This is an optimization exercise on Yosys and OpenROAD, whose aim is small area, not a production implementation.
In this exercise RTL edits were held to simulation tests only and were not proved equivalent to the original.
In runs 3 to 6 the design's own scripts or RTL, not TritonCTS, make the clock network.
The clock input has no modelled driver; a real chip could not lean on it and would need a root buffer or a full tree.
Power and IR drop assume default switching activity.

### flow/config.mk
export PLATFORM = sky130hd
export DESIGN_NAME = ds18b20
export DESIGN_NICKNAME = ds18b20
export VERILOG_FILES = /design/flow/design.v
export SDC_FILE = /design/flow/constraint.sdc
export NUM_CORES = 4
export LEC_CHECK = 0
export ABC_AREA = 1
export CAP_MARGIN = 20
export CORE_MARGIN = 2
export CORE_UTILIZATION = 40
export SLEW_MARGIN = 20
### flow/constraint.sdc
create_clock -name core_clock -period 10.0 [get_ports {CLOCK_50}]
set_input_delay 2.0000 -clock core_clock [delete_from_list [all_inputs] [get_ports {CLOCK_50}]]
set_output_delay 2.0000 -clock core_clock [all_outputs]
set_load 0.01 [all_outputs]
### flow/design.v
`timescale 1ns / 1ps
module ds18b20(
  input        CLOCK_50,
  input        Q_KEY ,
  input        ds_in,        
  output       ds_pull_low,  
  output [7:0] SEG7_SEG,
  output [3:0] SEG7_SEL
);
wire clk = CLOCK_50;
wire rst = Q_KEY;
function [10:0] U;
  input integer k;
  integer i;
  reg [10:0] x;
  begin
    x = 11'd0;
    for (i = 0; i < k % 2048; i = i + 1)
      x = {x[9:0], x[10] ^ x[8] ^ (x[9:0] == 10'd0)};
    U = x;
  end
endfunction
reg [10:0] sl;
reg [2:0]  pos;
reg [5:0]  c50;
reg [3:0]  bc;
wire       sl_z   = (sl[9:0] == 10'd0);
wire       step   = sl[10] & sl_z;           
wire [2:0] pos_nx = pos + step;
always @(posedge clk or posedge rst)
  if (rst) begin
    sl  <= U(1023);
    pos <= 3'd0;
    c50 <= 6'd0;
    bc  <= 4'd0;
  end else begin
    sl  <= {sl[9:0], sl[10] ^ sl[8] ^ sl_z};
    pos <= pos_nx;
    c50 <= (c50 == 6'd49) ? 6'd0 : c50 + 1'b1;
    bc  <= (bc == 4'd10) ? 4'd0 : bc + 1'b1;
  end
wire tick = (c50 == 6'd25);
function [9:0] T;
  input integer k;
  integer i;
  reg [9:0] x;
  begin
    x = 10'd0;
    for (i = 0; i < (k + 1023) % 1023; i = i + 1)
      x = {x[8:0], ~(x[9] ^ x[6])};
    T = x;
  end
endfunction
reg        rs, cv;
reg [5:0]  s;
reg [9:0]  c;
reg        pl;             
reg [3:0]  t_lo;           
reg [7:0]  d;              
reg        v;              
wire [31:0] cmd = 32'hBECC44CC;
wire wbit = cmd[s[4:0]];
wire rd   = s[5];
wire wr   = ~rs & ~cv & ~rd;
wire rdsl = ~rs & ~cv & rd;
wire       wrap = (c == T(-1));
wire [9:0] c_nx = {c[8:0], ~(c[9] ^ c[6])};
wire [5:0] s_nx = s + wrap;
always @(posedge clk or posedge rst)
  if (rst) begin
    rs <= 1'b1;
    cv <= 1'b0;
    s  <= 6'd63;
    c  <= T(-1);
    pl <= 1'b0;
  end else if (tick) begin
    s <= s_nx;
    c <= c_nx;
    if (rs) begin
      if (c == T(0))   pl <= 1'b1;
      if (c == T(502)) pl <= 1'b0;
      if ((c == T(605) && ds_in) || c == T(1007)) c <= T(0);
      if (c == T(1007)) rs <= 1'b0;
    end else if (cv) begin
      if ((ds_in && (s[5] | s[4])) || (s[5] && s[1:0] == 2'b11 && c == T(564))) begin
        cv <= 1'b0;
        rs <= 1'b1;
        s  <= 6'd16;
        c  <= T(0);
      end
    end else if (!rd) begin
      if (wbit) begin
        if (c == T(0)) pl <= 1'b1;
        if (c == T(2)) pl <= 1'b0;
      end else begin
        if (c == T(1))  pl <= 1'b1;
        if (c == T(82)) pl <= 1'b0;
      end
      if (c == T(82)) begin
        if (s[3:0] == 4'd15) begin
          c <= T(-2);
          if (s[4]) s <= 6'd47;
          else      cv <= 1'b1;
        end else
          c <= T(-1);
      end
    end else begin
      if (c == T(0)) pl <= 1'b1;
      if (c == T(2)) pl <= 1'b0;
      if (c == T(70)) begin
        if (s[3:0] == 4'd15) begin
          rs <= 1'b1;
          c  <= T(-2);
        end else
          c <= T(-1);
      end
    end
  end
assign ds_pull_low = pl;
wire sample  = tick & rdsl & (c == T(14));
wire written = rdsl & (c == T(15));
wire commit  = written & (bc == 4'd10) & (c50 >= 6'd36);
always @(posedge clk)
  if (sample) v <= ds_in;
integer i;
always @(posedge clk or posedge rst)
  if (rst) begin
    t_lo <= 4'hF;
    d    <= 8'h01;
  end else begin
    for (i = 0; i < 4; i = i + 1)
      if (written && s[3:0] == i) t_lo[i] <= v;
    for (i = 0; i < 8; i = i + 1)
      if (commit && s[3:0] == i + 4) d[i] <= v;
  end
wire [2:0] addr_nx = pos_nx;           
wire [2:0] addr    = pos;              
reg [3:0] sel;
always @(*) begin
  sel = 4'b1111;
  if (!addr_nx[2]) sel[addr_nx[1:0]] = 1'b0;
end
assign SEG7_SEL = sel;
wire [7:0] frac10 = {4'd0, t_lo} * 8'd10;
wire [3:0] frac = frac10[7:4];
function [3:0] a3(input [3:0] x);
  case (x)
    4'd5: a3 = 4'd8; 4'd6: a3 = 4'd9; 4'd7: a3 = 4'd10; 4'd8: a3 = 4'd11; 4'd9: a3 = 4'd12;
    4'd0, 4'd1, 4'd2, 4'd3, 4'd4: a3 = x;
    default: a3 = 4'bxxxx;
  endcase
endfunction
wire [3:0] q1 = a3({1'b0, d[7:5]});
wire [3:0] q2 = a3({q1[2:0], d[4]});
wire [3:0] q3 = a3({q2[2:0], d[3]});
wire [3:0] q4 = a3({q3[2:0], d[2]});
wire [3:0] r1 = a3({1'b0, q1[3], q2[3], q3[3]});
wire [3:0] q5 = a3({q4[2:0], d[1]});
wire [3:0] r2 = a3({r1[2:0], q4[3]});
wire [3:0] ones = {q5[2:0], d[0]};
wire [3:0] tens = {r2[2:0], q5[3]};
wire [3:0] hund = {2'b0, r1[3], r2[3]};
reg [3:0] digit;
always @(*)
  case (addr)
    3'd0: digit = frac;
    3'd1: digit = ones;
    3'd2: digit = tens;
    3'd3: digit = hund;
    default: digit = 4'd0;
  endcase
reg blank;           
always @(posedge clk or posedge rst)
  if (rst) blank <= 1'b1;
  else     blank <= 1'b0;
reg [6:0] seg;
always @(*)
  case (digit)
    4'd0: seg = 7'h40;
    4'd1: seg = 7'h79;
    4'd2: seg = 7'h24;
    4'd3: seg = 7'h30;
    4'd4: seg = 7'h19;
    4'd5: seg = 7'h12;
    4'd6: seg = 7'h02;
    4'd7: seg = 7'h78;
    4'd8: seg = 7'h00;
    4'd9: seg = 7'h10;
    default: seg = 7'bxxxxxxx;
  endcase
assign SEG7_SEG = blank ? 8'hFF : {addr != 3'd1, seg};
endmodule
### flow/flow/run.sh
#!/bin/bash
# Layout flow: the standard flow, with one change to synthesis: the ABC
# technology-mapping step uses an area-only script (flow/area.abc) instead of
# ORFS's script, whose buffering and up-sizing steps add area. Everything
# else (yosys passes, flop mapping, flatten and rename, floorplan, power grid,
# placement, CTS, routing) is the standard flow.
set -euo pipefail
W=$(pwd)
FD=$W/flow

# synthesis core: ORFS's synth.tcl with the abc call pointed at our script
sed "s#log_cmd abc {\*}\$abc_args#log_cmd abc -script $FD/area.abc {*}[lrange \$abc_args 2 end]#" \
  "$FLOW_HOME/scripts/synth.tcl" > $W/my_synth_core.tcl
grep -q "area.abc" $W/my_synth_core.tcl

# The standard flow's synthesis script, sourcing the modified core
sed "s#source \$::env(SCRIPTS_DIR)/synth.tcl#source $W/my_synth_core.tcl#" \
  $W/synth_recipe.tcl > $W/my_synth.tcl
grep -q "my_synth_core.tcl" $W/my_synth.tcl

# The standard flow, with the synthesis script swapped
sed "s#SYNTH_SCRIPT=[^ ]*synth_recipe.tcl#SYNTH_SCRIPT=$W/my_synth.tcl#" standard.sh > $W/my_standard.sh
grep -q "my_synth.tcl" $W/my_standard.sh

EXTRA=()
if [[ -f $FD/cts_args.txt ]]; then EXTRA+=("CTS_ARGS=$(cat $FD/cts_args.txt)"); fi
bash $W/my_standard.sh finish BUFFER_PORTS_ARGS="-buffer_cell sky130_fd_sc_hd__buf_1" "${EXTRA[@]}" > $W/flow_make.log 2>&1
### flow/flow/area.abc
strash
&get -n
&deepsyn -T 60
&put
dch
amap
### flow/flow/cts_args.txt
-sink_clustering_enable -sink_clustering_size 30 -sink_clustering_max_diameter 400 -dont_use_dummy_load -buf_list sky130_fd_sc_hd__clkbuf_8
### flow/standard.sh
#!/bin/bash
# synth_recipe.tcl (not shown) runs the flow's synth.tcl, then flattens the netlist and writes it again
# the make line also repeats each setting of config.mk as NAME=value (left out here)
make -C /OpenROAD-flow-scripts/flow DESIGN_CONFIG=/design/flow/config.mk WORK_HOME=/design/flow/orfs CLKGATE_MAP_FILE= SYNTH_SCRIPT=/design/flow/synth_recipe.tcl "${@:-finish}"
==> impl_metrics.csv, run 1 <==
group,metric,value,unit
worst_hold_path,min-delay-start,"sl[8]",
timing,final_hold_viol_count,0,
floorplan,start_util,0.410,
timing,finalMaxSlewViolations,0,
clock_network,ctsResizeCount,0,
final_layout,final_cell_mix,"clkinv_1, o21ai_0, nor2_1",
timing,fin_ws,3.83,ns
final_layout,design_area,3470,sq um
worst_setup_path,r2r_cells,12,
logic_synthesis,synth_area,3150,sq um
worst_hold_path,min_path_type,"flip-flop to flip-flop",
power,p_per_area,115,nW/um^2
final_layout,area_delta_synth_final,10.0,%
status,status,"timing/DRC/antenna clean",
timing,timing.fmax,0.162,GHz
placed_design,dp_hpwl,4970,um
floorplan,die_area,8610,sq um
timing,period_share,0.617,
worst_hold_path,whs_path_depth,0,
final_layout,drive_above_1_share,0.0818,
clock_network,cts-root-buf,"clkbuf_8",
clock_network,clk_latency,0.34,ns
worst_setup_path,path_cells,"clkinv_1 > nor2_1 > o21ai_0 > o21ai_0 > nand2_1 > a32oi_1 > a21boi_0 > nand2_1 > a21oi_1 > a221o_1 > nor3_1 > a311oi_1 > a21oi_1 > o311ai_0 > clkinv_1 > a21oi_1 > o21ai_0 > buf_1",
floorplan,rows,32,
final_layout,layout_commonest_cell,"clkinv_1",
final_layout,antenna_cells,0,
power,p_leak,1.28,nW
timing,fin_worst_skew,0.0191,ns
grt,track_usage,0.172,
worst_setup_path,cp_data_required_time,8.00,ns
floorplan,num_io_pins,16,
final_layout,fill_cells,776,
worst_setup_path,startpoint,"d[7]",
logic_synthesis,syn_avg_cell_area,8.61,sq um
timing,setup_viol,0,
worst_setup_path,worstReg2RegEnd,"c[0]",
placed_design,gp_congestion,0.895,
timing,tightest_slew,0.866,ns
grt,first_global_vias,2628,
logic_synthesis,ys_async_sr_fraction,0.982,
worst_setup_path,startpoint_type,"flip-flop",
clock_network,post_cts_buffers,0,
logic_synthesis,syn_nets,385,
timing,rsz0062_at_grt,"false",
clock_network,clkTransAtPathRegs,0.07,ns
worst_setup_path,worstReg2RegStart,"c50[1]",
drt,drc_errors,0,
drt,ant_nets,0,
clock_network,clock_sinks,57,
timing,max-slew-margin-rel,0.415,
grt,grt_pass1_wl,11800,um
clock_network,cts_tree,"yes",
placed_design,place_area,3340,sq um
timing,min_period,6.17,ns
grt,grt_overflow,0,
worst_setup_path,cp_max_fo,5,
floorplan,dieHeight,92.8,um
logic_synthesis,ys_seq_area_frac,0.462,
drt,dr.first_iter.drc_count,162,
logic_synthesis,synthFlopType,"dfrtp_1",
logic_synthesis,synth_edf_count,1,
logic_synthesis,synth_cell_types,41,
worst_setup_path,critPathSlowestCell,"a21boi_0",
drt,via_per_inst,5.55,
floorplan,coreArea,7690,sq um
grt,grt_max_degree,57,
power,peakVddDrop,0.0723,mV
worst_setup_path,cp_slowest_stage_delay,0.46,ns
drt,drtPass1Iterations,5,
worst_setup_path,ff2ff_setup_slack,7.10,ns
placed_design,port-buffer-count,15,
clock_network,htreeDepth,3,
drt,dr_total_vias,2734,
worst_setup_path,crit_type,"flip-flop to output pin",
logic_synthesis,synth_seq_cells,57,
worst_hold_path,hold_end,"sl[9]",
drt,wl_per_cell,13.8,um
worst_setup_path,worstPathArrival,4.17,ns
clock_network,cts_buffers,9,
timing,fin_setup_tns,0,ns
final_layout,nNetsFinal,412,
logic_synthesis,syn_inst,366,
logic_synthesis,ys_warn_count,1,
floorplan,die_w,92.8,um
worst_setup_path,crit_path_end_kind,"output pin",
grt,antenna_found_initial,0,
clock_network,hold_buffers,0,
placed_design,place_ws,4.30,ns
clock_network,cts_buffer_depth,2,
run,maxCapViolations,0,
drt,routed_wl,6820,um
-- kinds of logic (layout without fill, tap and decap cells) --
group,Yosys count,after routing,synth area share
and+or+nand+nor,131,131,0.198
other,1,1,0.00119
DFF,57,57,0.462
buffers and inverters,56,81,0.0667
adders and majority gates,16,16,0.0659
AOI/OAI and AO/OA,105,105,0.205
-- Yosys cell counts (all sizes together) (4+ instances only) --
cell type | instances | area [sq um]
clkinv | 56 | 210
o21ai | 44 | 220
nor2 | 42 | 158
dfrtp | 35 | 876
nand2 | 26 | 97.6
dfstp | 21 | 552
ha | 15 | 188
o22ai | 15 | 93.8
a21oi | 12 | 60.1
nand3 | 12 | 60.1
nor3 | 12 | 60.1
nor4 | 8 | 50.1
or3 | 8 | 50.1
or2 | 6 | 37.5
o211ai | 5 | 37.5
a211oi | 4 | 30.0
a31oi | 4 | 25.0
nand4 | 4 | 25.0
or4 | 4 | 30.0
-- critical path, delay by kind of cell, from the launching register on --
kind,cells,cell delay [ns]
DFF,1,0.40
buffers and inverters,3,0.49
AOI/OAI and AO/OA,11,2.44
and+or+nand+nor,4,0.53
-- per-layer routing --
| metal | vias up | routed length, um | GRT usage |
|---|---|---|---|
| met5 | - | 0 | 0 |
| met4 | 0 | 177 | 0.0956 |
| met3 | 18 | 329 | 0.0358 |
| met2 | 86 | 3110 | 0.275 |
| met1 | 1262 | 3200 | 0.216 |
| li1 | 1368 | - | - |
-- area by class of cell --
cell class	instances	area, sq um	share of cell area
Multi-Input combinational cell	253	1480	0.428
Tap cell	102	128	0.0368
Sequential cell	57	1460	0.420
Clock buffer	9	124	0.0357
Timing Repair Buffer	16	63.8	0.0184
Inverter	56	210	0.0606
-- worst max-delay path by stage --
stage / slack, ns / to / cells past startpoint
after floorplan: 4.88 / SEG7_SEG[5] / 17
after global placement: 4.53 / SEG7_SEG[5] / 18
after detailed placement: 4.30 / SEG7_SEG[6] / 18
after CTS: 3.93 / SEG7_SEG[6] / 18
after global routing: 3.22 / SEG7_SEG[6] / 18
final: 3.83 / SEG7_SEG[6] / 18
-- per-stage QoR --
| stage | util | hold WS [ns] | std cells | power, mW |
|---|---|---|---|---|
| finish | 0.451 | 0.359 | 493 | 0.398 |
| floorplan | - | 0.346 | 366 | 0.241 |
| CTS | 0.451 | 0.362 | 493 | 0.403 |
| global placement | 0.435 | 0.354 | 484 | 0.244 |
| detailed placement | 0.435 | 0.355 | 484 | 0.244 |
| global route | 0.451 | 0.367 | 493 | 0.413 |
-- report_power, final --
group | total (mW) | switching (mW) | leakage [nW] | internal [mW]
Clock | 0.158 | 0.0781 | 0.0647 | 0.0797
Sequential | 0.232 | 0.000164 | 0.633 | 0.232
Combinational | 0.00771 | 0.00628 | 0.587 | 0.00142
Total | 0.398 | 0.0845 | 1.28 | 0.313
-- flip-flops by register name, summed over array words and instances (netlist names) --
name,flops
d,8
t_lo,4
rs,1
pos,3
cv,1
c50,6
v,1
bc,4
c,10
blank,1
s,6
pl,1
sl,11
==> inputs of run 2 (changes only) <==
==> flow/flow/cts_args.txt (replaced) <==
-dont_use_dummy_load -buf_list sky130_fd_sc_hd__clkbuf_16
==> run 2 against run 1 <==
  * Still clean
  * Non-clock buffer count did not move
  * Fmax increased by 0.26%
  * Via count fell by 0.22%
  * Clock power up 54%
  * Utilization increased by 1.3 points
  * Clock skew shrank 0.0064 ns
  * Global-route usage is 0.16 points lower
  * Register-to-register slack gained 0.03 ns
  * Worst hold slack gained 0.0026 ns
  * Largest power group is now the clock network
==> impl_metrics.csv, run 2 <==
group,metric,value,unit
worst_setup_path,critPathSlowestCell,"a21boi_0",
power,combinationalPowerShare,0.016,
placed_design,gp_congestion,0.895,
final_layout,regArea,1460,sq um
clock_network,hold_buffers,0,
grt,first_global_vias,2612,
status,status,"timing/DRC/antenna clean",
power,power_frac_seq,0.481,
drt,dr_total_vias,2728,
grt,grt_pass1_wl,11800,um
drt,wl_per_cell,13.7,um
clock_network,cts_tree,"yes",
logic_synthesis,synth_seq_cells,57,
timing,final_hold_viol_count,0,
clock_network,ctsResizeCount,0,
power,peakVddDrop,0.0726,mV
clock_network,htreeDepth,3,
timing,setup_viol,0,
timing,finalMaxSlewViolations,0,
power,switching_share,0.194,
worst_setup_path,startpoint_type,"flip-flop",
worst_setup_path,cp_slowest_stage_delay,0.46,ns
floorplan,num_io_pins,16,
power,power.total,0.484,mW
floorplan,die_area,8610,sq um
final_layout,fill_cells,756,
timing,timing.hold.ws,0.362,ns
logic_synthesis,synth_area_leaders,"dfrtp_1, dfstp_2, o21ai_0",
clock_network,cts-root-buf,"clkbuf_16",
clock_network,cts_buffers,9,
floorplan,rows,32,
timing,max-slew-margin-rel,0.418,
grt,grt_overflow,0,
clock_network,clock_sinks,57,
timing,period_share,0.616,
final_layout,design_area,3570,sq um
power,p_int,0.390,mW
floorplan,dieHeight,92.8,um
logic_synthesis,ys_warn_count,1,
clock_network,clk_latency,0.32,ns
drt,drc_errors,0,
logic_synthesis,synth_common_cells,"clkinv_1, o21ai_0, nor2_1",
logic_synthesis,ys_seq_area_frac,0.462,
final_layout,drive_above_1_share,0.0818,
final_layout,antenna_cells,0,
run,maxCapViolations,0,
timing,min_period,6.16,ns
worst_setup_path,cp_data_required_time,8.00,ns
worst_setup_path,cp_num_buf_inv,3,
logic_synthesis,synth_top_area_cell,"dfrtp_1",
final_layout,layout_commonest_cell,"clkinv_1",
power,clockPowerShare,0.503,
final_layout,utilization,0.464,
timing,tightest_slew,0.863,ns
logic_synthesis,synth_edf_count,1,
clock_network,clkTransAtPathRegs,0.05,ns
placed_design,dp_hpwl,4970,um
worst_hold_path,min_path_type,"flip-flop to flip-flop",
power,p_per_area,136,nW/um^2
logic_synthesis,ys_async_sr_fraction,0.982,
timing,timing.fmax,0.162,GHz
final_layout,area_delta_synth_final,13.2,%
worst_setup_path,crit_family,"compound AO/OA/AOI/OAI gates",
logic_synthesis,syn_avg_cell_area,8.61,sq um
logic_synthesis,synthFlopType,"dfrtp_1",
floorplan,start_util,0.410,
timing,rsz0062_at_grt,"false",
final_layout,largest_reg_flops,11,
final_layout,final_cell_mix,"clkinv_1, o21ai_0, nor2_1",
placed_design,place_area,3340,sq um
power,p_leak,1.33,nW
drt,ant_nets,0,
grt,track_usage,0.170,
final_layout,multi_input_area,1480,sq um
worst_setup_path,path_cells,"clkinv_1 > nor2_1 > o21ai_0 > o21ai_0 > nand2_1 > a32oi_1 > a21boi_0 > nand2_1 > a21oi_1 > a221o_1 > nor3_1 > a311oi_1 > a21oi_1 > o311ai_0 > clkinv_1 > a21oi_1 > o21ai_0 > buf_1",
worst_setup_path,crit_type,"flip-flop to output pin",
grt,grt_max_degree,57,
logic_synthesis,yosysMostFrequentCell,"clkinv_1",
grt,antenna_found_initial,0,
floorplan,die_w,92.8,um
power,p_switching,0.0936,mW
logic_synthesis,synth_cell_types,41,
drt,routed_wl,6740,um
drt,dr.first_iter.drc_count,162,
final_layout,largest_register,"sl",
logic_synthesis,synth_area,3150,sq um
floorplan,coreArea,7690,sq um
logic_synthesis,syn_inst,366,
clock_network,cts_buffer_depth,2,
final_layout,nNetsFinal,412,
placed_design,port-buffer-count,15,
worst_setup_path,cp_max_fo,5,
clock_network,post_cts_buffers,0,
drt,via_per_inst,5.53,
timing,fin_setup_tns,0,ns
worst_setup_path,worstPathArrival,4.16,ns
logic_synthesis,syn_nets,385,
drt,drtPass1Iterations,4,
timing,fin_worst_skew,0.0126,ns
final_layout,reg_top3,"sl: 11 flops, c: 10 flops, d: 8 flops",
logic_synthesis,synth_top_area_frac,0.278,
worst_setup_path,crit_path_end_kind,"output pin",
[run 2: cell counts after synthesis]
Identical to the previous run, type by type.
[run 2: logic make-up (layout without fill, tap and decap cells)]
family / count (synthesis) / count (layout) / share of synthesized area
flip-flops: 57 / 57 / 0.462
buffers and inverters: 56 / 81 / 0.0667
AO/OA/AOI/OAI: 105 / 105 / 0.205
AND/OR/NAND/NOR: 131 / 131 / 0.198
other: 1 / 1 / 0.00119
adder cells (fa/ha/maj): 16 / 16 / 0.0659
[run 2: path summary, 6_finish.rpt]
kind | startpoint | end | slack, ns | cells after the start
setup / recovery | d[7] | SEG7_SEG[6] | 3.84 | 18
max in group asynchronous | Q_KEY | d[7] | 7.71 | 3
min in group asynchronous | Q_KEY | sl[0] | 1.84 | 3
hold reg to reg | sl[6] | sl[7] | 0.36 | 0
setup reg to reg | c50[1] | c[0] | 7.13 | 12
hold / removal | sl[6] | sl[7] | 0.36 | 0
[run 2: through the flow]
| stage | std cells | worst slack (ns) |
|---|---|---|
| 6_report | 493 | 3.84 |
| 5_1_grt | 493 | 3.24 |
| 4_1_cts | 493 | 3.95 |
| 3_5_place_dp | 484 | 4.30 |
| 3_3_place_gp | 484 | 4.53 |
| 2_1_floorplan | 366 | 4.88 |
[run 2: power groups by stage]
stage	clock network (mW)	logic [mW]	registers (mW)
global placement	0	0.00802	0.236
detailed placement	0	0.00819	0.236
floorplan	0	0.00514	0.236
global route	0.261	0.00937	0.233
CTS	0.250	0.00826	0.233
finish	0.243	0.00772	0.233
[run 2: routing by layer]
metal	GRT usage	vias to the layer above	share of wire
li1	-	1372	-
met1	0.224	1267	0.49
met2	0.268	76	0.46
met3	0.0285	13	0.033
met4	0.0907	0	0.017
met5	0	-	0
[run 2: cell type report]
| type | instances | share of cell area |
|---|---|---|
| well taps | 102 | 0.0358 |
| flip-flops and latches | 57 | 0.408 |
| clock buffers | 9 | 0.0631 |
| inverters | 56 | 0.0589 |
| repair buffers | 16 | 0.0179 |
| multi-input cells | 253 | 0.416 |
==> inputs of run 3 (changes only) <==
--- a/flow/flow/run.sh
+++ b/flow/flow/run.sh
@@ -24,4 +24,5 @@
 
 EXTRA=()
 if [[ -f $FD/cts_args.txt ]]; then EXTRA+=("CTS_ARGS=$(cat $FD/cts_args.txt)"); fi
+if [[ -f $FD/cts.env ]]; then source $FD/cts.env; export MY_CTS_NBUF MY_CTS_BUF; EXTRA+=("POST_CTS_TCL=$FD/post_cts.tcl"); fi
 bash $W/my_standard.sh finish BUFFER_PORTS_ARGS="-buffer_cell sky130_fd_sc_hd__buf_1" "${EXTRA[@]}" > $W/flow_make.log 2>&1
==> flow/flow/cts.env (new file) <==
MY_CTS_NBUF=3
MY_CTS_BUF=sky130_fd_sc_hd__clkbuf_8
==> flow/flow/post_cts.tcl (new file) <==
# POST_CTS hook: replace the clock tree TritonCTS built with a one-level tree:
# the clock port drives NBUF clock buffers, each placed at the centre of a
# cluster of flip-flops and driving that cluster's clock pins. Every
# flip-flop's clock passes through exactly one buffer of the same type.
set nbuf  $::env(MY_CTS_NBUF)
set bufm  $::env(MY_CTS_BUF)
set db    [ord::get_db]
set block [ord::get_db_block]
set master [$db findMaster $bufm]
set root  [$block findNet CLOCK_50]

# clock sinks (flip-flop CLK pins) on the nets TritonCTS made, and the cells it added
set sinks {}
set old_insts {}
set old_nets {}
foreach net [$block getNets] {
  set name [$net getName]
  if {![string match "clknet_*" $name]} { continue }
  lappend old_nets $net
  foreach it [$net getITerms] {
    set inst [$it getInst]
    set mname [[$inst getMaster] getName]
    if {[string match "*clkbuf*" $mname] || [string match "clkload*" [$inst getName]] || [string match "clkbuf_*" [$inst getName]]} {
      if {[lsearch -exact $old_insts $inst] < 0} { lappend old_insts $inst }
    } else {
      lappend sinks $it
    }
  }
}
foreach it [$root getITerms] {
  set inst [$it getInst]
  if {[lsearch -exact $old_insts $inst] < 0} { lappend sinks $it }
}
puts "post_cts: [llength $sinks] clock sinks, removing [llength $old_insts] cells and [llength $old_nets] nets"
foreach it $sinks { $it disconnect }
foreach inst $old_insts {
  foreach it [$inst getITerms] { if {[$it getNet] ne "NULL"} { $it disconnect } }
  odb::dbInst_destroy $inst
}
foreach net $old_nets { odb::dbNet_destroy $net }

# k-means on the sink locations
set pts {}
foreach it $sinks {
  set bb [[$it getInst] getBBox]
  lappend pts [list [expr {([$bb xMin] + [$bb xMax]) / 2.0}] [expr {([$bb yMin] + [$bb yMax]) / 2.0}]]
}
set n [llength $pts]
set cap [expr {($n + $nbuf - 1) / $nbuf}]
set sorted [lsort -real -index 0 $pts]
set cent {}
for {set k 0} {$k < $nbuf} {incr k} {
  lappend cent [lindex $sorted [expr {int(($k + 0.5) * $n / $nbuf)}]]
}
# balanced k-means: each cluster takes at most cap sinks, nearest pairs first
for {set iter 0} {$iter < 30} {incr iter} {
  set pairs {}
  set i 0
  foreach p $pts {
    for {set k 0} {$k < $nbuf} {incr k} {
      set c [lindex $cent $k]
      lappend pairs [list [expr {abs([lindex $p 0] - [lindex $c 0]) + abs([lindex $p 1] - [lindex $c 1])}] $i $k]
    }
    incr i
  }
  set assign [lrepeat $n -1]
  set fill [lrepeat $nbuf 0]
  foreach pr [lsort -real -index 0 $pairs] {
    lassign $pr dd i k
    if {[lindex $assign $i] >= 0 || [lindex $fill $k] >= $cap} { continue }
    lset assign $i $k
    lset fill $k [expr {[lindex $fill $k] + 1}]
  }
  set newc {}
  for {set k 0} {$k < $nbuf} {incr k} {
    set sx 0; set sy 0; set m 0
    foreach p $pts a $assign { if {$a == $k} { set sx [expr {$sx + [lindex $p 0]}]; set sy [expr {$sy + [lindex $p 1]}]; incr m } }
    if {$m > 0} { lappend newc [list [expr {$sx / $m}] [expr {$sy / $m}]] } else { lappend newc [lindex $cent $k] }
  }
  set cent $newc
}

for {set k 0} {$k < $nbuf} {incr k} {
  set inst [odb::dbInst_create $block $master "clkbuf_my_$k"]
  set net  [odb::dbNet_create $block "clknet_my_$k"]
  $net setSigType CLOCK
  foreach it [$inst getITerms] {
    set mt [[$it getMTerm] getName]
    if {$mt eq "A"} { $it connect $root }
    if {$mt eq "X"} { $it connect $net }
  }
  set c [lindex $cent $k]
  $inst setLocation [expr {int([lindex $c 0])}] [expr {int([lindex $c 1])}]
  $inst setPlacementStatus PLACED
  set m 0
  foreach it $sinks a $assign { if {$a == $k} { $it connect $net; incr m } }
  puts "post_cts: clkbuf_my_$k ($bufm) drives $m sinks"
}
detailed_placement
check_placement -verbose
estimate_parasitics -placement
report_clock_skew
removed: flow/flow/cts_args.txt
==> run 3 against run 2 <==
  * Still clean
  * Die area is 0.95% higher
  * Sequential share of layout area is 1.7 points higher
  * Utilization is 2.1 points lower
  * Via count is 2.2% lower
  * First-iteration DRC count is 0.62% lower
  * Critical path type unchanged
  * Critical endpoint unchanged
  * Largest power group is now registers
==> impl_metrics.csv, run 3 <==
group,metric,value,unit
power,p_leak,1.29,nW
final_layout,area_delta_synth_final,7.55,%
final_layout,largest_register,"sl",
placed_design,gp_congestion,0.896,
grt,grt_overflow,0,
drt,dr.first_iter.drc_count,161,
floorplan,rows,32,
power,p_switching,0.0642,mW
logic_synthesis,synth_cell_types,41,
worst_setup_path,worst_path_most_repeated_cell,"clkinv_1",
final_layout,antenna_cells,0,
timing,timing.fmax,0.176,GHz
logic_synthesis,synth-simple-area-share,0.199,
power,switching_share,0.197,
status,status,"timing/DRC/antenna clean",
worst_setup_path,cp_slowest_stage_delay,0.53,ns
worst_hold_path,min_path_type,"flip-flop to flip-flop",
worst_hold_path,whs_path_depth,0,
placed_design,placed_cells,492,
final_layout,utilization,0.443,
grt,antenna_found_initial,0,
power,clockPowerShare,0.264,
clock_network,clkTransAtPathRegs,0.11,ns
worst_hold_path,hold_end,"sl[8]",
clock_network,clock_sinks,57,
logic_synthesis,synth-compound-area-share,0.207,
timing,period_share,0.568,
placed_design,dp_hpwl,4980,um
logic_synthesis,syn_avg_cell_area,8.53,sq um
drt,drc_errors,0,
logic_synthesis,ys_async_sr_fraction,0.982,
final_layout,reg_top3,"sl: 11 flops, c: 10 flops, d: 8 flops",
logic_synthesis,synthFlopType,"dfrtp_1",
final_layout,final_cell_mix,"clkinv_1, o21ai_0, nor2_1",
timing,rsz0062_at_grt,"false",
floorplan,die_w,93.2,um
floorplan,num_io_pins,16,
worst_setup_path,worstReg2RegStart,"s[1]",
timing,fin_worst_skew,0.0123,ns
final_layout,nNetsFinal,414,
logic_synthesis,synth_top_area_cell,"dfrtp_1",
drt,wl_per_cell,13.1,um
logic_synthesis,synth_area,3180,sq um
final_layout,final_cells,495,
worst_setup_path,startpoint_type,"flip-flop",
logic_synthesis,synth_area_leaders,"dfrtp_1, dfstp_2, o21ai_0",
drt,via_per_inst,5.39,
logic_synthesis,ys_seq_area_frac,0.458,
clock_network,clk_latency,0.17,ns
worst_setup_path,critPathSlowestCell,"dfrtp_1",
worst_hold_path,min-delay-start,"sl[7]",
timing,fin_setup_tns,0,ns
logic_synthesis,yosysMostFrequentCell,"clkinv_1",
logic_synthesis,synth_seq_cells,57,
worst_setup_path,path_cells,"clkinv_1 > o22ai_1 > a22oi_1 > clkinv_1 > o21ai_0 > o21a_1 > nor2_1 > a41oi_1 > o31ai_1 > clkinv_1 > a221oi_1 > a21oi_1 > o311ai_0 > clkinv_1 > a21oi_1 > o21ai_0 > buf_1",
timing,finalMaxSlewViolations,0,
floorplan,start_util,0.412,
logic_synthesis,synthXorXnorAreaFrac,0.00275,
power,p_int,0.261,mW
floorplan,die_area,8690,sq um
timing,max-slew-margin-rel,0.413,
floorplan,dieHeight,93.2,um
logic_synthesis,synth_top_family_by_area,"compound AO/OA/AOI/OAI gates",
logic_synthesis,synth_edf_count,1,
worst_setup_path,cp_data_required_time,8.00,ns
drt,drtPass1Iterations,4,
logic_synthesis,syn_nets,392,
timing,timing.hold.ws,0.371,ns
logic_synthesis,synth_common_cells,"clkinv_1, o21ai_0, nor2_1",
logic_synthesis,syn_inst,373,
logic_synthesis,ys_warn_count,1,
worst_setup_path,r2r_cells,10,
worst_setup_path,crit_family,"compound AO/OA/AOI/OAI gates",
worst_setup_path,crit_path_end_kind,"output pin",
grt,grt_max_degree,57,
final_layout,layout_commonest_cell,"clkinv_1",
drt,ant_nets,0,
worst_setup_path,worstReg2RegEnd,"c[3]",
logic_synthesis,synthAdderAreaFrac,0.0653,
timing,tightest_slew,0.870,ns
power,combinationalPowerShare,0.024,
worst_setup_path,cp_num_buf_inv,5,
power,power_frac_seq,0.713,
timing,setup_viol,0,
worst_setup_path,ff2ff_setup_slack,7.29,ns
timing,min_period,5.68,ns
worst_setup_path,worstPathArrival,3.68,ns
logic_synthesis,yosys-mux-area-fraction,0,
worst_setup_path,cp_max_fo,9,
placed_design,place_area,3380,sq um
run,maxCapViolations,0,
power,p_per_area,95.1,nW/um^2
drt,routed_wl,6500,um
final_layout,design_area,3420,sq um
grt,first_global_vias,2639,
placed_design,port-buffer-count,15,
grt,grt_pass1_wl,11800,um
floorplan,coreArea,7730,sq um
worst_setup_path,crit_type,"flip-flop to output pin",
grt,track_usage,0.164,
logic_synthesis,synth_top_area_frac,0.275,
power,peakVddDrop,0.0578,mV
drt,dr_total_vias,2669,
final_layout,largest_reg_flops,11,
timing,final_hold_viol_count,0,
final_layout,drive_above_1_share,0.0687,
run 3: routing by layer:
metal,GRT usage,up-vias,routed length (um)
li1,-,1377,-
met4,0.0368,0,70
met3,0.0177,6,178
met5,0,-,0
met1,0.220,1236,3120
met2,0.285,50,3140
run 3: stage by stage:
stage                     worst slack, ns  power [mW]
after floorplan                      5.16       0.241
after global placement               4.78       0.244
after detailed placement             4.58       0.244
after global routing                 3.58       0.340
final                                4.32       0.326
run 3: cell families after synthesis:
family	after synthesis
xor gates and xnor gates	1
buffers and inverters	57
DFF	57
AOI/OAI and AO/OA	110
other	1
and+or+nand+nor	131
adders and majority gates	16
run 3: power groups by stage:
stage | Clock (mW) | Sequential (mW) | Combinational (mW)
floorplan | 0 | 0.236 | 0.00513
global placement | 0 | 0.236 | 0.00804
detailed placement | 0 | 0.236 | 0.00814
global route | 0.0984 | 0.232 | 0.00931
finish | 0.0858 | 0.232 | 0.00774
run 3: worst max path at each step:
stage	startpoint	end	slack, ns	cells past startpoint
2_1_floorplan	d[7]	SEG7_SEG[5]	5.16	16
3_3_place_gp	d[7]	SEG7_SEG[3]	4.78	16
3_5_place_dp	d[7]	SEG7_SEG[6]	4.58	17
5_1_grt	d[7]	SEG7_SEG[6]	3.58	17
6_report	d[7]	SEG7_SEG[6]	4.32	17
run 3: cell type report:
cell class              instances  area, sq um
multi-input cells             259         1510
inverters                      57          214
well taps                     102          128
repair buffers                 17         71.3
flip-flops and latches         57         1460
plain buffers                   3         41.3
fillers                       774         4300
==> inputs of run 4 (changes only) <==
==> flow/flow/run.sh (replaced) <==
#!/bin/bash
# Layout flow: the standard flow (standard.sh), with these changes:
#  - synthesis: ORFS's synthesis script unchanged except for the ABC
#    technology-mapping step, which uses an area-only script (deepsyn, then
#    area mapping) instead of ORFS's script, whose buffering and up-sizing
#    steps add area. Flip-flop mapping, flattening and renaming are as in
#    synth_recipe.tcl, so the registers are the standard synthesis's.
#    Synthesis runs NSEED times with different ABC seeds, in parallel, and
#    the netlist with the least cell area is laid out.
#  - every port gets a sky130_fd_sc_hd__buf_1 buffer (the standard flow uses
#    clkdlybuf4s50_1).
#  - after CTS, post_cts.tcl (if cts.env exists) replaces the clock tree with
#    a one-level tree of MY_CTS_NBUF buffers, one per cluster of flip-flops.
# Each make run's output goes to a log file in this folder; ORFS's own
# per-step logs are kept under orfs*/logs.
set -euo pipefail
W=$(pwd)
FD=$W/flow
NSEED=${NSEED:-4}

# synthesis core: ORFS's synth.tcl with the abc call pointed at our script
sed "s#log_cmd abc {\*}\$abc_args#log_cmd abc -script \$::env(MY_ABC_SCRIPT) {*}[lrange \$abc_args 2 end]#" \
  "$FLOW_HOME/scripts/synth.tcl" > $W/my_synth_core.tcl
grep -q "MY_ABC_SCRIPT" $W/my_synth_core.tcl

# The standard flow's synthesis script, sourcing the modified core
sed "s#source \$::env(SCRIPTS_DIR)/synth.tcl#source $W/my_synth_core.tcl#" \
  $W/synth_recipe.tcl > $W/my_synth.tcl
grep -q "my_synth_core.tcl" $W/my_synth.tcl

# The standard flow, with the synthesis script swapped
sed "s#SYNTH_SCRIPT=[^ ]*synth_recipe.tcl#SYNTH_SCRIPT=$W/my_synth.tcl#" standard.sh > $W/my_standard.sh
grep -q "my_synth.tcl" $W/my_standard.sh
grep -q "WORK_HOME=$W/orfs " $W/my_standard.sh

# synthesis trials
for i in $(seq 0 $((NSEED - 1))); do
  printf 'strash\n&get -n\n&deepsyn -T 60 -S %d\n&put\ndch\namap\n' $i > $W/abc_s$i.script
  sed "s#WORK_HOME=$W/orfs #WORK_HOME=$W/orfs_s$i #" $W/my_standard.sh > $W/my_standard_s$i.sh
  MY_ABC_SCRIPT=$W/abc_s$i.script bash $W/my_standard_s$i.sh synth > $W/synth_s$i.log 2>&1 &
done
wait
best=-1; best_area=1e30
for i in $(seq 0 $((NSEED - 1))); do
  a=$(grep -h "Chip area for module" $W/orfs_s$i/reports/*/ds18b20/base/synth_stat.txt | head -1 | awk '{print $NF}')
  echo "seed $i: synthesis cell area $a" | tee -a $W/synth_trials.log
  if [[ -n "$a" ]] && awk -v a="$a" -v b="$best_area" 'BEGIN {exit !(a < b)}'; then best=$i; best_area=$a; fi
done
echo "using seed $best ($best_area)" | tee -a $W/synth_trials.log
[[ $best -ge 0 ]]
mv $W/orfs_s$best $W/orfs

EXTRA=()
if [[ -f $FD/cts.env ]]; then
  source $FD/cts.env
  export MY_CTS_NBUF MY_CTS_BUF
  EXTRA+=("POST_CTS_TCL=$FD/post_cts.tcl")
fi
MY_ABC_SCRIPT=$W/abc_s$best.script bash $W/my_standard.sh finish \
  BUFFER_PORTS_ARGS="-buffer_cell sky130_fd_sc_hd__buf_1" "${EXTRA[@]}" > $W/flow_make.log 2>&1
==> flow/flow/cts.env (replaced) <==
MY_CTS_NBUF=4
MY_CTS_BUF=sky130_fd_sc_hd__clkbuf_8
--- a/flow/config.mk
+++ b/flow/config.mk
@@ -6,7 +6,7 @@
 export NUM_CORES = 4
 export LEC_CHECK = 0
 export ABC_AREA = 1
-export CAP_MARGIN = 20
+export CAP_MARGIN = 0
 export CORE_MARGIN = 2
 export CORE_UTILIZATION = 40
-export SLEW_MARGIN = 20
+export SLEW_MARGIN = 0
removed: flow/flow/area.abc
==> run 4 against run 3 <==
  * Global-route usage rose by 0.47 points
  * Synthesized cell count unchanged
  * First-iteration DRC count stayed put
  * Highest routed layer unchanged
  * Still clean
  * Synthesized area unchanged
  * Final cell count rose by 0.20%
  * Critical path depth unchanged
  * Largest power group unchanged
  * Critical endpoint unchanged
  * Sequential power barely moved
==> impl_metrics.csv, run 4 <==
group,metric,value,unit
power,power_frac_seq,0.692,
logic_synthesis,synth-simple-area-share,0.199,
drt,ant_nets,0,
floorplan,die_area,8690,sq um
worst_setup_path,path_cells,"clkinv_1 > o22ai_1 > a22oi_1 > clkinv_1 > o21ai_0 > o21a_1 > nor2_1 > a41oi_1 > o31ai_1 > clkinv_1 > a221oi_1 > a21oi_1 > o311ai_0 > clkinv_1 > a21oi_1 > o21ai_0 > buf_1",
power,peakVddDrop,0.0607,mV
timing,min_period,5.66,ns
worst_hold_path,min_path_type,"flip-flop to flip-flop",
drt,dr.first_iter.drc_count,161,
final_layout,drive_above_1_share,0.0711,
run,maxCapViolations,0,
grt,antenna_found_initial,0,
timing,setup_viol,0,
drt,routed.top_layer,"met4",
worst_setup_path,crit_path_end_kind,"output pin",
floorplan,start_util,0.412,
power,p_int,0.270,mW
timing,timing.fmax,0.177,GHz
grt,track_usage,0.168,
power,power.total,0.335,mW
timing,finalMaxSlewViolations,0,
logic_synthesis,synthXorXnorAreaFrac,0.00275,
drt,wl_per_cell,13.2,um
drt,route.met3.wl,252,um
logic_synthesis,syn_inst,373,
worst_setup_path,critPathSlowestCell,"dfrtp_1",
clock_network,clkTransAtPathRegs,0.10,ns
logic_synthesis,ys_warn_count,1,
logic_synthesis,synth_top_area_frac,0.275,
final_layout,final_cell_mix,"clkinv_1, o21ai_0, nor2_1",
logic_synthesis,synth_cell_types,41,
placed_design,place_area,3380,sq um
logic_synthesis,synth_edf_count,1,
drt,drtPass1Iterations,4,
logic_synthesis,synthAdderAreaFrac,0.0653,
drt,routed_wl,6560,um
drt,drc_errors,0,
power,p_switching,0.0651,mW
logic_synthesis,synth_common_cells,"clkinv_1, o21ai_0, nor2_1",
clock_network,clk_latency,0.16,ns
power,combinationalPowerShare,0.023,
grt,grt_max_degree,57,
grt,grt_pass1_wl,11900,um
final_layout,largest_reg_flops,11,
final_layout,reg_top3,"sl: 11 flops, c: 10 flops, d: 8 flops",
logic_synthesis,synth_top_area_cell,"dfrtp_1",
final_layout,largest_register,"sl",
logic_synthesis,synth_area_leaders,"dfrtp_1, dfstp_2, o21ai_0",
final_layout,design_area,3440,sq um
floorplan,rows,32,
logic_synthesis,syn_nets,392,
worst_setup_path,cp_slowest_stage_delay,0.52,ns
clock_network,clock_sinks,57,
final_layout,layout_commonest_cell,"clkinv_1",
worst_setup_path,cp_data_required_time,8.00,ns
logic_synthesis,synth_seq_cells,57,
timing,period_share,0.566,
logic_synthesis,syn_avg_cell_area,8.53,sq um
drt,wl_met2,3170,um
timing,fin_worst_skew,0.0165,ns
floorplan,dieHeight,93.2,um
worst_hold_path,whs_path_depth,0,
logic_synthesis,synth_area,3180,sq um
placed_design,port-buffer-count,15,
worst_setup_path,worstPathArrival,3.66,ns
logic_synthesis,synthFlopType,"dfrtp_1",
timing,tightest_slew,0.874,ns
placed_design,dp_hpwl,4980,um
power,switching_share,0.194,
final_layout,antenna_cells,0,
timing,final_hold_viol_count,0,
logic_synthesis,synth_top_family_by_area,"compound AO/OA/AOI/OAI gates",
floorplan,die_w,93.2,um
logic_synthesis,yosys-mux-area-fraction,0,
floorplan,coreArea,7730,sq um
final_layout,area_delta_synth_final,7.98,%
logic_synthesis,yosysMostFrequentCell,"clkinv_1",
worst_setup_path,cp_max_fo,9,
worst_setup_path,startpoint_type,"flip-flop",
final_layout,fill_cells,772,
status,status,"timing/DRC/antenna clean",
logic_synthesis,ys_async_sr_fraction,0.982,
drt,met1_length,3040,um
grt,first_global_vias,2665,
power,p_leak,1.30,nW
power,p_per_area,97.5,nW/um^2
drt,dr_total_vias,2693,
power,clockPowerShare,0.285,
worst_setup_path,r2r_cells,10,
placed_design,gp_congestion,0.896,
logic_synthesis,ys_seq_area_frac,0.458,
grt,grt_overflow,0,
worst_setup_path,crit_type,"flip-flop to output pin",
logic_synthesis,synth-compound-area-share,0.207,
timing,max-slew-margin-rel,0.410,
timing,rsz0062_at_grt,"false",
timing,fin_setup_tns,0,ns
final_layout,nNetsFinal,415,
floorplan,num_io_pins,16,
worst_setup_path,worst_path_most_repeated_cell,"clkinv_1",
drt,via_per_inst,5.43,
-- run 4: cell counts after synthesis --
No cell type changed its count.
-- run 4: worst paths after layout --
check | slack (ns) | start | to
min in group asynchronous | 2.01 | Q_KEY | d[3]
worst min-delay path | 0.37 | sl[7] | sl[8]
worst max register to register | 7.28 | s[0] | c[3]
worst min register to register | 0.37 | sl[7] | sl[8]
max in group asynchronous | 7.54 | Q_KEY | c50[4]
worst max-delay path | 4.34 | d[7] | SEG7_SEG[6]
-- run 4: worst max-delay path: cells and delay by family (launching register included) --
kind                   cells  cell delay (ns)
flip-flops                 1             0.52
buffers and inverters      5             0.71
AO/OA/AOI/OAI             11             1.98
AND/OR/NAND/NOR            1             0.29
-- run 4: cell families (layout without fill, tap and decap cells) --
kind of cell             Yosys count  count (layout)
AND/OR/NAND/NOR                  131             131
AO/OA/AOI/OAI                    110             110
flip-flops                        57              57
buffers and inverters             57              78
adder cells (fa/ha/maj)           16              16
other                              1               1
XOR/XNOR                           1               1
-- run 4: area by class of cell --
cell class / count / area [sq um] / share of cell area
Buffer: 4 / 55.1 / 0.0160
Inverter: 57 / 214 / 0.0622
Multi-Input combinational cell: 259 / 1510 / 0.440
Sequential cell: 57 / 1460 / 0.424
Tap cell: 102 / 128 / 0.0371
Timing Repair Buffer: 17 / 71.3 / 0.0207
-- run 4: per-stage QoR --
stage / setup slack (ns) / instances / hold WS [ns] / util
after floorplan: 5.16 / 373 / 0.346 / -
after global placement: 4.78 / 492 / 0.355 / 0.438
after detailed placement: 4.58 / 492 / 0.355 / 0.438
after global routing: 3.59 / 496 / 0.374 / 0.445
final: 4.34 / 496 / 0.368 / 0.445
-- run 4: per-layer routing --
metal  up-vias  GRT usage
met1      1252      0.217
met3         7     0.0330
met4         0     0.0453
li1       1380          -
met5         -          0
met2        54      0.289
-- run 4: power groups by stage --
stage               Combinational (mW)  Clock, mW  Sequential (mW)
floorplan                      0.00513          0            0.236
global placement               0.00804          0            0.236
detailed placement             0.00814          0            0.236
global route                   0.00931      0.110            0.232
finish                         0.00766     0.0956            0.232
==> inputs of run 5 (changes only) <==
--- a/flow/config.mk
+++ b/flow/config.mk
@@ -6,7 +6,7 @@
 export NUM_CORES = 4
 export LEC_CHECK = 0
 export ABC_AREA = 1
-export CAP_MARGIN = 0
+export CAP_MARGIN = 20
 export CORE_MARGIN = 2
 export CORE_UTILIZATION = 40
-export SLEW_MARGIN = 0
+export SLEW_MARGIN = 20
==> run 5 against run 4 <==
  * Sequential share of layout area stayed put
  * Worst hold slack stayed put
  * Largest power group unchanged
  * Sequential power hardly changed
  * Critical path type unchanged
  * Still clean
  * Final cell count stayed put
  * Utilization stayed put
  * Routed wire length stayed put
  * Sequential cell count stayed put
  * Synthesized area stayed put
  * First-iteration DRC count stayed put
  * Clock power hardly changed
  * Synthesized cell count stayed put
==> impl_metrics.csv, run 5 <==
group,metric,value,unit
logic_synthesis,syn_avg_cell_area,8.53,sq um
power,combinationalPowerShare,0.023,
timing,fin_worst_skew,0.0165,ns
final_layout,design_area,3440,sq um
worst_setup_path,cp_data_required_time,8.00,ns
worst_setup_path,worst_path_most_repeated_cell,"clkinv_1",
status,status,"timing/DRC/antenna clean",
final_layout,largest_register,"sl",
logic_synthesis,ys_async_sr_fraction,0.982,
grt,track_usage,0.168,
drt,routed_wl,6560,um
worst_setup_path,crit_path_end_kind,"output pin",
worst_setup_path,cp_slowest_stage_delay,0.52,ns
timing,timing.fmax,0.177,GHz
floorplan,die_area,8690,sq um
timing,min_period,5.66,ns
timing,setup_viol,0,
power,power_frac_seq,0.692,
floorplan,rows,32,
drt,wl_per_cell,13.2,um
grt,grt_overflow,0,
floorplan,die_w,93.2,um
final_layout,antenna_cells,0,
clock_network,clkTransAtPathRegs,0.10,ns
drt,dr_total_vias,2693,
worst_setup_path,cp_num_buf_inv,5,
final_layout,drive_above_1_share,0.0711,
final_layout,utilization,0.445,
worst_setup_path,crit_family,"compound AO/OA/AOI/OAI gates",
drt,via_per_inst,5.43,
logic_synthesis,yosysMostFrequentCell,"clkinv_1",
grt,first_global_vias,2665,
placed_design,gp_congestion,0.896,
floorplan,coreArea,7730,sq um
logic_synthesis,synthFlopType,"dfrtp_1",
run,maxCapViolations,0,
drt,drtPass1Iterations,4,
power,switching_share,0.194,
logic_synthesis,ys_warn_count,1,
final_layout,reg_top3,"sl: 11 flops, c: 10 flops, d: 8 flops",
logic_synthesis,synth_cell_types,41,
final_layout,layout_commonest_cell,"clkinv_1",
timing,max-slew-margin-rel,0.410,
logic_synthesis,synth_edf_count,1,
final_layout,area_delta_synth_final,7.98,%
placed_design,place_area,3380,sq um
worst_setup_path,worstPathArrival,3.66,ns
placed_design,dp_hpwl,4980,um
grt,antenna_found_initial,0,
drt,ant_nets,0,
grt,grt_max_degree,57,
logic_synthesis,synth_top_area_frac,0.275,
power,p_leak,1.30,nW
timing,period_share,0.566,
worst_setup_path,crit_type,"flip-flop to output pin",
logic_synthesis,synth_common_cells,"clkinv_1, o21ai_0, nor2_1",
timing,final_hold_viol_count,0,
floorplan,num_io_pins,16,
logic_synthesis,ys_seq_area_frac,0.458,
worst_setup_path,path_cells,"clkinv_1 > o22ai_1 > a22oi_1 > clkinv_1 > o21ai_0 > o21a_1 > nor2_1 > a41oi_1 > o31ai_1 > clkinv_1 > a221oi_1 > a21oi_1 > o311ai_0 > clkinv_1 > a21oi_1 > o21ai_0 > buf_1",
worst_setup_path,critPathSlowestCell,"dfrtp_1",
worst_hold_path,min_path_type,"flip-flop to flip-flop",
worst_setup_path,startpoint_type,"flip-flop",
clock_network,clock_sinks,57,
timing,rsz0062_at_grt,"false",
worst_setup_path,ff2ff_setup_slack,7.28,ns
final_layout,largest_reg_flops,11,
logic_synthesis,synth_seq_cells,57,
power,peakVddDrop,0.0607,mV
timing,fin_setup_tns,0,ns
clock_network,clk_latency,0.16,ns
power,clockPowerShare,0.285,
worst_setup_path,cp_max_fo,9,
logic_synthesis,synth_top_area_cell,"dfrtp_1",
grt,grt_pass1_wl,11900,um
logic_synthesis,synth_area_leaders,"dfrtp_1, dfstp_2, o21ai_0",
power,p_per_area,97.5,nW/um^2
final_layout,nNetsFinal,415,
timing,finalMaxSlewViolations,0,
floorplan,dieHeight,93.2,um
timing,tightest_slew,0.874,ns
drt,drc_errors,0,
logic_synthesis,syn_inst,373,
logic_synthesis,synth_area,3180,sq um
drt,dr.first_iter.drc_count,161,
placed_design,port-buffer-count,15,
final_layout,final_cell_mix,"clkinv_1, o21ai_0, nor2_1",
power,p_switching,0.0651,mW
power,p_int,0.270,mW
logic_synthesis,syn_nets,392,
floorplan,start_util,0.412,
## run 5: cell families (layout without fill, tap and decap cells)
logic type               Yosys count  count (layout)  synth area share
buffers and inverters             57              78            0.0672
adder cells (fa/ha/maj)           16              16            0.0653
XOR/XNOR                           1               1           0.00275
other                              1               1           0.00118
AO/OA/AOI/OAI                    110             110             0.207
AND/OR/NAND/NOR                  131             131             0.199
flip-flops                        57              57             0.458
## run 5: path summary, 6_finish.rpt
| path | endpoint | cells after the start | from |
|---|---|---|---|
| worst max-delay path | SEG7_SEG[6] | 17 | d[7] |
| worst min-delay path | sl[8] | 0 | sl[7] |
| worst max register to register | c[3] | 10 | s[0] |
| worst min register to register | sl[8] | 0 | sl[7] |
| max in group asynchronous | c50[4] | 3 | Q_KEY |
| min in group asynchronous | d[3] | 3 | Q_KEY |
## run 5: routing by layer
metal	track usage	routed length (um)
met1	0.217	3040
met3	0.0330	252
met5	0	0
met4	0.0453	93
met2	0.289	3170
## run 5: area by class of cell
type / instances / area (sq um)
Buffer: 4 / 55.1
Fill cell: 772 / 4290
Inverter: 57 / 214
Multi-Input combinational cell: 259 / 1510
Sequential cell: 57 / 1460
Tap cell: 102 / 128
Timing Repair Buffer: 17 / 71.3
## run 5: per-stage QoR
step | setup WS, ns | hold WS (ns) | power, mW | cells
2_1_floorplan | 5.16 | 0.346 | 0.241 | 373
3_3_place_gp | 4.78 | 0.355 | 0.244 | 492
3_5_place_dp | 4.58 | 0.355 | 0.244 | 492
5_1_grt | 3.59 | 0.374 | 0.352 | 496
6_report | 4.34 | 0.368 | 0.335 | 496
## run 5: power groups by stage
stage / registers (mW) / clock network, mW / logic [mW]
after floorplan: 0.236 / 0 / 0.00513
after global placement: 0.236 / 0 / 0.00804
after detailed placement: 0.236 / 0 / 0.00814
after global routing: 0.232 / 0.110 / 0.00931
final: 0.232 / 0.0956 / 0.00766
==> inputs of run 6 (changes only) <==
--- a/flow/design.v
+++ b/flow/design.v
@@ -51,7 +51,7 @@
     T = x;
   end
 endfunction
-reg        rs, cv;
+reg        cv;
 reg [5:0]  s;
 reg [9:0]  c;
 reg        pl;             
@@ -60,33 +60,35 @@
 reg        v;              
 wire [31:0] cmd = 32'hBECC44CC;
 wire wbit = cmd[s[4:0]];
+wire rs   = ~cv & s[5] & ~s[4];
 wire rd   = s[5];
-wire wr   = ~rs & ~cv & ~rd;
-wire rdsl = ~rs & ~cv & rd;
+wire wr   = ~cv & ~s[5];
+wire rdsl = ~cv & s[5] & s[4];
 wire       wrap = (c == T(-1));
 wire [9:0] c_nx = {c[8:0], ~(c[9] ^ c[6])};
 wire [5:0] s_nx = s + wrap;
 always @(posedge clk or posedge rst)
   if (rst) begin
-    rs <= 1'b1;
     cv <= 1'b0;
-    s  <= 6'd63;
+    s  <= 6'd32;
     c  <= T(-1);
     pl <= 1'b0;
   end else if (tick) begin
     s <= s_nx;
     c <= c_nx;
-    if (rs) begin
+    if (cv) begin
+      if ((ds_in && (s[5] | s[4])) || (s[5] && s[1:0] == 2'b11 && c == T(564))) begin
+        cv <= 1'b0;
+        s  <= 6'd34;
+        c  <= T(0);
+      end
+    end else if (rs) begin
       if (c == T(0))   pl <= 1'b1;
       if (c == T(502)) pl <= 1'b0;
-      if ((c == T(605) && ds_in) || c == T(1007)) c <= T(0);
-      if (c == T(1007)) rs <= 1'b0;
-    end else if (cv) begin
-      if ((ds_in && (s[5] | s[4])) || (s[5] && s[1:0] == 2'b11 && c == T(564))) begin
-        cv <= 1'b0;
-        rs <= 1'b1;
-        s  <= 6'd16;
-        c  <= T(0);
+      if (c == T(605) && ds_in) c <= T(0);
+      if (c == T(1007)) begin
+        c <= T(0);
+        s <= {1'b0, s[1], 4'd0};
       end
     end else if (!rd) begin
       if (wbit) begin
@@ -109,8 +111,8 @@
       if (c == T(2)) pl <= 1'b0;
       if (c == T(70)) begin
         if (s[3:0] == 4'd15) begin
-          rs <= 1'b1;
-          c  <= T(-2);
+          s <= 6'd32;
+          c <= T(-2);
         end else
           c <= T(-1);
       end
==> run 6 against run 5 <==
  * Synthesized area shrank 0.98%
  * Fmax grew 9.0%
  * Largest power group unchanged
  * Critical path type unchanged
  * Synthesized cell count shrank 1.1%
  * Global-route usage grew 0.34 points
  * Highest routed layer unchanged
  * Final cell count shrank 1.0%
==> impl_metrics.csv, run 6 <==
group,metric,value,unit
timing,min_period,5.19,ns
final_layout,antenna_cells,0,
drt,ant_nets,0,
timing,tightest_slew,0.662,ns
run,maxCapViolations,0,
final_layout,largest_reg_flops,11,
drt,via_per_inst,5.62,
drt,drtPass1Iterations,4,
floorplan,start_util,0.410,
worst_hold_path,min_path_type,"flip-flop to flip-flop",
grt,track_usage,0.172,
timing,fin_setup_tns,0,ns
placed_design,place_ws,4.99,ns
placed_design,placed_cells,487,
final_layout,layout_commonest_cell,"o21ai_0",
timing,finalMaxSlewViolations,0,
drt,dr.first_iter.drc_count,136,
timing,fin_ws,4.81,ns
floorplan,die_area,8610,sq um
clock_network,clk_latency,0.16,ns
timing,final_hold_viol_count,0,
power,peakVddDrop,0.0627,mV
timing,fin_worst_skew,0.0180,ns
logic_synthesis,synth_cell_types,43,
final_layout,area_delta_synth_final,7.82,%
logic_synthesis,synth_area,3150,sq um
logic_synthesis,synth_area_leaders,"dfrtp_1, dfstp_2, o21ai_0",
worst_setup_path,crit_path_end_kind,"output pin",
timing,max-slew-margin-rel,0.558,
timing,timing.fmax,0.192,GHz
logic_synthesis,ys_warn_count,1,
logic_synthesis,syn_nets,388,
final_layout,final_cells,491,
worst_setup_path,crit_type,"flip-flop to output pin",
power,p_leak,1.31,nW
final_layout,fill_cells,781,
worst_setup_path,startpoint_type,"flip-flop",
floorplan,dieHeight,92.8,um
drt,dr_total_vias,2761,
logic_synthesis,synth_top_area_cell,"dfrtp_1",
clock_network,clkTransAtPathRegs,0.10,ns
grt,antenna_found_initial,0,
drt,wl_per_cell,14.0,um
final_layout,regArea,1430,sq um
power,p_per_area,97.1,nW/um^2
placed_design,port-buffer-count,15,
drt,drc_errors,0,
logic_synthesis,syn_inst,369,
status,status,"timing/DRC/antenna clean",
timing,rsz0062_at_grt,"false",
final_layout,final_cell_mix,"o21ai_0, clkinv_1, dfrtp_1",
floorplan,die_w,92.8,um
worst_setup_path,worstPathArrival,3.19,ns
final_layout,nNetsFinal,410,
grt,grt_overflow,0,
logic_synthesis,synth_top_area_frac,0.318,
floorplan,rows,32,
grt,grt_max_degree,56,
placed_design,gp_congestion,0.918,
floorplan,num_io_pins,16,
logic_synthesis,ys_async_sr_fraction,0.982,
timing,period_share,0.519,
logic_synthesis,synth_common_cells,"o21ai_0, clkinv_1, dfrtp_1",
final_layout,reg_top3,"sl: 11 flops, c: 10 flops, d: 8 flops",
clock_network,clock_sinks,56,
final_layout,multi_input_area,1540,sq um
final_layout,largest_register,"sl",
timing,setup_viol,0,
placed_design,dp_hpwl,5160,um
grt,grt_pass1_wl,12100,um
logic_synthesis,syn_avg_cell_area,8.54,sq um
final_layout,drive_above_1_share,0.0540,
grt,first_global_vias,2652,
worst_setup_path,cp_max_fo,4,
logic_synthesis,ys_seq_area_frac,0.452,
worst_setup_path,cp_data_required_time,8.00,ns
drt,routed_wl,6870,um
floorplan,coreArea,7690,sq um
logic_synthesis,synthFlopType,"dfrtp_1",
logic_synthesis,synth_edf_count,1,
logic_synthesis,yosysMostFrequentCell,"o21ai_0",
logic_synthesis,synth_seq_cells,56,
==> run 6: path summary, 6_finish.rpt <==
check / slack [ns] / startpoint / to / depth (start not counted)
hold reg to reg: 0.36 / sl[8] / sl[9] / 0
setup reg to reg: 6.17 / c[1] / s[1] / 14
min in group asynchronous: 1.99 / Q_KEY / s[2] / 3
setup / recovery: 4.81 / t_lo[3] / SEG7_SEG[3] / 11
max in group asynchronous: 7.57 / Q_KEY / c[7] / 3
hold / removal: 0.36 / sl[8] / sl[9] / 0
==> run 6: cell families after synthesis <==
kind of cell / after synthesis / synth area share
AO/OA/AOI/OAI: 116 / 0.223
other: 1 / 0.00119
AND/OR/NAND/NOR: 129 / 0.197
buffers and inverters: 51 / 0.0607
adder cells (fa/ha/maj): 16 / 0.0659
flip-flops: 56 / 0.452
==> run 6: critical path, cell delays in order (launching register included) <==
cell      delay [ns]
dfstp_2         0.57
ha_1            0.24
ha_1            0.22
fa_1            0.48
a21oi_1         0.05
or3_1           0.35
a31oi_1         0.34
clkinv_1        0.17
ha_1            0.22
a21oi_1         0.15
o21ai_0         0.10
buf_1           0.13
==> run 6: routing by layer <==
layer  part of all wire  wire length, um  up-vias  GRT usage
met5                  0                0        -          0
met3              0.028              191       14     0.0252
met4              0.015              104        0     0.0527
met2               0.48             3290       55      0.283
li1                   -                -     1392          -
met1               0.48             3280     1300      0.235
==> run 6: layout make-up <==
type / count / area share
well taps: 102 / 0.0376
repair buffers: 16 / 0.0188
flip-flops and latches: 56 / 0.419
multi-input cells: 262 / 0.452
plain buffers: 4 / 0.0162
inverters: 51 / 0.0563
==> run 6: through the flow <==
stage	area, sq um	util	power, mW	hold slack [ns]
floorplan	3150	-	0.237	0.347
global placement	3340	0.435	0.240	0.353
detailed placement	3340	0.435	0.240	0.355
global route	3400	0.442	0.343	0.364
finish	3400	0.442	0.330	0.356
==> run 6: power by group <==
part / switching, mW / internal (mW)
registers: 0.000218 / 0.228
logic: 0.00612 / 0.00147
clock network: 0.0577 / 0.0369

## what the ideal ports hide
The flow's constraints put no driver on any port. The routed layouts listed below were extracted and timed again, unchanged, in two steps.
Step 1, drivers: a clkbuf_16 drives CLOCK_50 and a buf_2 each remaining input, both assumed.
Step 2 moves the port delays by t, midway between the first and last clock arrival at a register: inputs arrive t later, outputs are due t later. That takes back most of the time a late clock gives input paths.
a / b / c = ideal / step 1 / step 2; a / b = the first two.
run	shift t [ns]	setup WS [ns]	worst setup path at the end
run 1	0.359	3.826 / 3.796 / 4.156	register to output
run 2	0.348	3.842 / 3.809 / 4.157	register to output
run 3	0.214	4.318 / 4.269 / 4.483	register to output
run 4	0.210	4.339 / 4.280 / 4.489	register to output
run 5	0.210	4.339 / 4.280 / 4.489	register to output
run 6	0.205	4.805 / 4.750 / 4.955	register to output
After both steps setup and hold are still met in every run listed.
